Background: an optimization exercise with open tools, aiming at small area and a short achievable clock period. Do not read the settings as production practice. At most, simulation tests tie the RTL to the original design; equivalence was not proved. No activity file was given, so power comes from the tool's default toggle rates.

==> flow/design.v <==
`timescale 1ns / 1ps
module alu_top(
    input             clk,
    input      [31:0] a,
    input      [31:0] b,
    input      [3:0]  aluc,
    output reg [31:0] r,
    output reg        zero,
    output reg        carry,
    output reg        negative,
    output reg        overflow
    );
    reg  [31:0] a_q;
    reg  [31:0] b_q;
    reg  [3:0]  aluc_q;
    wire [31:0] r_w;
    wire        zero_w;
    wire        carry_w;
    wire        negative_w;
    wire        overflow_w;
    alu u_alu(
        .a(a_q), .b(b_q), .aluc(aluc_q),
        .r(r_w), .zero(zero_w), .carry(carry_w),
        .negative(negative_w), .overflow(overflow_w)
    );
    always @(posedge clk) begin
        a_q      <= a;
        b_q      <= b;
        aluc_q   <= aluc;
        r        <= r_w;
        zero     <= zero_w;
        carry    <= carry_w;
        negative <= negative_w;
        overflow <= overflow_w;
    end
endmodule

`timescale 1ns / 1ps
module alu(
    input  [31:0] a,
    input  [31:0] b,
    input  [3:0]  aluc,
    output [31:0] r,
    output        zero,
    output        carry,
    output        negative,
    output        overflow
    );
    wire op_arith = (aluc[3:2] == 2'b00);             
    wire op_logic = (aluc[3:2] == 2'b01);             
    wire op_lui   = (aluc[3:1] == 3'b100);            
    wire op_slt   = (aluc[3:1] == 3'b101);            
    wire op_left  = (aluc[3:1] == 3'b111);            
    wire op_right = (aluc[3:1] == 3'b110);            
    wire op_sra   = (aluc == 4'b1100);
    wire        inv = ~aluc[2] & (aluc[0] | aluc[3]);
    wire [31:0] bx  = b ^ {32{inv}};
    wire [31:0] p   = a ^ bx;
    wire [31:0] g   = a & bx;
    wire [31:0] g0 = {g[31:1], g[0] | (p[0] & inv)};
    wire [31:0] g1, p1, g2, p2, g3, p3, g4, p4, g5, p5;
    sk_level #(0) u_l0 (.gi(g0), .pi(p),  .go(g1), .po(p1));
    sk_level #(1) u_l1 (.gi(g1), .pi(p1), .go(g2), .po(p2));
    sk_level #(2) u_l2 (.gi(g2), .pi(p2), .go(g3), .po(p3));
    sk_level #(3) u_l3 (.gi(g3), .pi(p3), .go(g4), .po(p4));
    sk_level #(4) u_l4 (.gi(g4), .pi(p4), .go(g5), .po(p5));
    wire [31:0] c    = {g5[30:0], inv};         
    wire [31:0] sum  = p ^ c;
    wire        cout = g5[31];
    wire [31:0] kz = {p[31:1] ~^ (g[30:0] | p[30:0]), p[0] ~^ inv};
    wire sum_zero  = &kz;
    wire lt_u = ~cout;
    wire lt_s = (a[31] ^ b[31]) ? a[31] : sum[31];
    wire lt   = aluc[0] ? lt_s : lt_u;
    wire t_and = op_logic & ~aluc[1];                 
    wire t_xor = op_logic & (aluc[1] ^ aluc[0]);      
    wire t_nor = op_logic & aluc[1] & aluc[0];        
    wire [31:0] lg = ({32{t_and}} & g) | ({32{t_xor}} & p) | ({32{t_nor}} & ~(g | p));
    wire [31:0] brev;
    genvar i;
    generate for (i = 0; i < 32; i = i + 1) begin : g_rev
        assign brev[i] = b[31 - i];
    end endgenerate
    wire        big  = |a[31:5];
    wire        fill = op_sra & b[31];
    wire [31:0] xs   = big ? {32{fill}} : (op_left ? brev : b);
    wire [32:0] y    = $signed({fill, xs, 1'b0}) >>> a[4:0];
    wire [31:0] yr   = y[32:1];
    wire [31:0] yl;
    generate for (i = 0; i < 32; i = i + 1) begin : g_rrev
        assign yl[i] = yr[31 - i];
    end endgenerate
    wire a_is32   = ~|a[31:6] & a[5] & ~|a[4:0];
    wire sh_carry = op_left ? (big ? (a_is32 & b[0]) : y[0]) : (~big & y[1]);
    wire [31:0] other = lg
                      | ({32{op_lui}}   & {b[15:0], 16'b0})
                      | ({32{op_right}} & yr)
                      | ({32{op_left}}  & yl);
    assign r = op_arith ? sum : (other | {31'b0, op_slt & lt});
    assign zero = (op_arith | op_slt) ? sum_zero : ~|other;
    assign negative = r[31] | (aluc == 4'b1011 & lt_s);
    assign carry = (aluc == 4'b0000 & cout)
                 | (aluc == 4'b0001 & ~cout)
                 | (aluc == 4'b1010 & lt_u)
                 | ((op_left | op_right) & sh_carry);
    assign overflow = (aluc == 4'b0010 & ((a[31] & b[31]) ^ (a[30] & b[30])))
                    | (aluc == 4'b0011 & (a[31] ^ b[31]) & (sum[31] ^ a[31]));
endmodule
module sk_level #(parameter L = 0) (
    input  [31:0] gi,
    input  [31:0] pi,
    output [31:0] go,
    output [31:0] po
    );
    genvar k;
    generate for (k = 0; k < 32; k = k + 1) begin : g_bit
        if ((k >> L) % 2 == 1) begin : g_op
            localparam integer J = ((k >> L) << L) - 1;
            assign go[k] = gi[k] | (pi[k] & gi[J]);
            assign po[k] = pi[k] & pi[J];
        end else begin : g_pass
            assign go[k] = gi[k];
            assign po[k] = pi[k];
        end
    end endgenerate
endmodule
export LEC_CHECK = 0
export ABC_AREA = 1
export CAP_MARGIN = 20
export CORE_MARGIN = 2
export CORE_UTILIZATION = 40
export SETUP_SLACK_MARGIN = 2.5
export SLEW_MARGIN = 20
create_clock -name core_clock -period 6.0 [get_ports {clk}]
standard.sh (not shown) runs the stock make flow with config.mk's settings and CLKGATE_MAP_FILE= SYNTH_SCRIPT=/design/flow/synth_recipe.tcl, a recipe that flattens the netlist after the stock synthesis.
==> flow/flow/run.sh <==
#!/bin/bash
# Layout flow: the standard synthesis, then the combinational logic is
# mapped again onto the standard cells with a delay-oriented ABC script (the
# registers, their names and cell types are kept as the standard synthesis
# made them), then the standard layout from floorplan to finish with
# buf_1 port buffers.
# Each tool's output goes to a log file of its own in this folder.
set -euo pipefail
here=$(pwd)
res=$here/orfs/results/${FLOW_PLATFORM}/alu_top/base
lib=$FLOW_HOME/platforms/${FLOW_PLATFORM}/lib/sky130_fd_sc_hd__tt_025C_1v80.lib
yosys_bin=$FLOW_HOME/../tools/install/yosys/bin/yosys
[[ -x $yosys_bin ]] || yosys_bin=yosys

# 1. standard synthesis
bash standard.sh synth > "$here/flow_synth.log" 2>&1

# 2. map the combinational logic again
cp "$res/1_2_yosys.v" "$here/standard_synth.v"
dont_use=""
for c in $(sed -n '/^export DONT_USE_CELLS/,/^#/p' "$FLOW_HOME/platforms/${FLOW_PLATFORM}/config.mk" | grep -o 'sky130_fd_sc_hd__[A-Za-z0-9_]*'); do
  dont_use="$dont_use -dont_use $c"
done
cat > "$here/remap.ys" <<EOS
read_liberty -ignore_miss_func $lib
read_verilog $here/standard_synth.v
hierarchy -top $FLOW_TOP
setattr -mod -set keep_hierarchy 1 sky130_fd_sc_hd__dfxtp_1
flatten
opt_clean -purge
abc -script $here/flow/remap.abc -liberty $lib $dont_use
opt_clean -purge
hilomap -singleton -hicell sky130_fd_sc_hd__conb_1 HI -locell sky130_fd_sc_hd__conb_1 LO
splitnets
opt_clean -purge
select $FLOW_TOP
tee -o $here/remap_stat.txt stat -liberty $lib
write_verilog -noattr -nohex -nodec -selected $here/remap.v
EOS
"$yosys_bin" -s "$here/remap.ys" > "$here/remap.log" 2>&1
cp "$here/remap.v" "$res/1_2_yosys.v"
rm -f "$res/1_synth.odb" "$res/1_synth.sdc"

# 3. standard layout on the new netlist
bash standard.sh "BUFFER_PORTS_ARGS=-buffer_cell sky130_fd_sc_hd__buf_1" finish > "$here/flow_finish.log" 2>&1
==> flow/flow/remap.abc <==
strash
 dch -f
 map
 topo
 stime -c
 buffer -c
 upsize -c
 dnsize -c
The baseline went through all stages and came out clean.
Then changed:
--- a/flow/design.v
+++ b/flow/design.v
@@ -53,12 +53,13 @@
     wire op_left  = (aluc[3:1] == 3'b111);            
     wire op_right = (aluc[3:1] == 3'b110);            
     wire op_sra   = (aluc == 4'b1100);
     wire        inv = ~aluc[2] & (aluc[0] | aluc[3]);
     wire [31:0] bx  = b ^ {32{inv}};
-    wire [31:0] p   = a ^ bx;
-    wire [31:0] g   = a & bx;
+    wire [31:0] xab = a ^ b;
+    wire [31:0] p   = xab ^ {32{inv}};
+    wire [31:0] g   = inv ? (a & ~b) : (a & b);
     wire [31:0] g0 = {g[31:1], g[0] | (p[0] & inv)};
     wire [31:0] g1, p1, g2, p2, g3, p3, g4, p4, g5, p5;
     sk_level #(0) u_l0 (.gi(g0), .pi(p),  .go(g1), .po(p1));
     sk_level #(1) u_l1 (.gi(g1), .pi(p1), .go(g2), .po(p2));
     sk_level #(2) u_l2 (.gi(g2), .pi(p2), .go(g3), .po(p3));
@@ -81,23 +82,27 @@
     generate for (i = 0; i < 32; i = i + 1) begin : g_rev
         assign brev[i] = b[31 - i];
     end endgenerate
     wire        big  = |a[31:5];
     wire        fill = op_sra & b[31];
-    wire [31:0] xs   = big ? {32{fill}} : (op_left ? brev : b);
+    wire [31:0] xs   = op_left ? brev : b;
     wire [32:0] y    = $signed({fill, xs, 1'b0}) >>> a[4:0];
     wire [31:0] yr   = y[32:1];
     wire [31:0] yl;
     generate for (i = 0; i < 32; i = i + 1) begin : g_rrev
         assign yl[i] = yr[31 - i];
     end endgenerate
     wire a_is32   = ~|a[31:6] & a[5] & ~|a[4:0];
     wire sh_carry = op_left ? (big ? (a_is32 & b[0]) : y[0]) : (~big & y[1]);
+    wire en_right = op_right & ~big;
+    wire en_left  = op_left & ~big;
+    wire fill_big = fill & big;
     wire [31:0] other = lg
                       | ({32{op_lui}}   & {b[15:0], 16'b0})
-                      | ({32{op_right}} & yr)
-                      | ({32{op_left}}  & yl);
+                      | ({32{en_right}} & yr)
+                      | ({32{en_left}}  & yl)
+                      | {32{fill_big}};
     assign r = op_arith ? sum : (other | {31'b0, op_slt & lt});
     assign zero = (op_arith | op_slt) ? sum_zero : ~|other;
     assign negative = r[31] | (aluc == 4'b1011 & lt_s);
     assign carry = (aluc == 4'b0000 & cout)
                  | (aluc == 4'b0001 & ~cout)
After rerunning: The new run completed with no timing, DRC or antenna violations; power grows by about 4%; fmax went down by 4.7%; routed wire length rose by 19%; hold slack improves by 0.15 ns; area after synthesis increases by about 9%; first-iteration DRC count grows by about 34%; worst setup slack loses 0.17 ns; critical path depth came out lower by 6; core utilization shrinks by 1.5 points; combinational power increases by 16%; design area increases by about 7%.
No functional check of the RTL was part of the second run of this note.

==> re-timing with driven ports <==
Ports are ideal in the flow. The routed layouts listed here were re-timed in OpenROAD. Step 1 assumes that a clkbuf_16 drives the clock port and a buf_2 every other input. Step 2, shift: input delay + t, output delay - t, t = (earliest + latest rising clock arrival at the registers) / 2. This alone moves slack from input paths to output paths. Slacks: ideal / step 1 / step 2; pairs: ideal / step 1.
run | t (ns) | setup WS [ns] | pins driven straight from the clock port
the first run | 0.423 | 2.540 / 2.540 / 2.540 | 1
the second run | 0.418 | 2.368 / 2.368 / 2.368 | 1
After both steps every run listed still meets setup and hold.
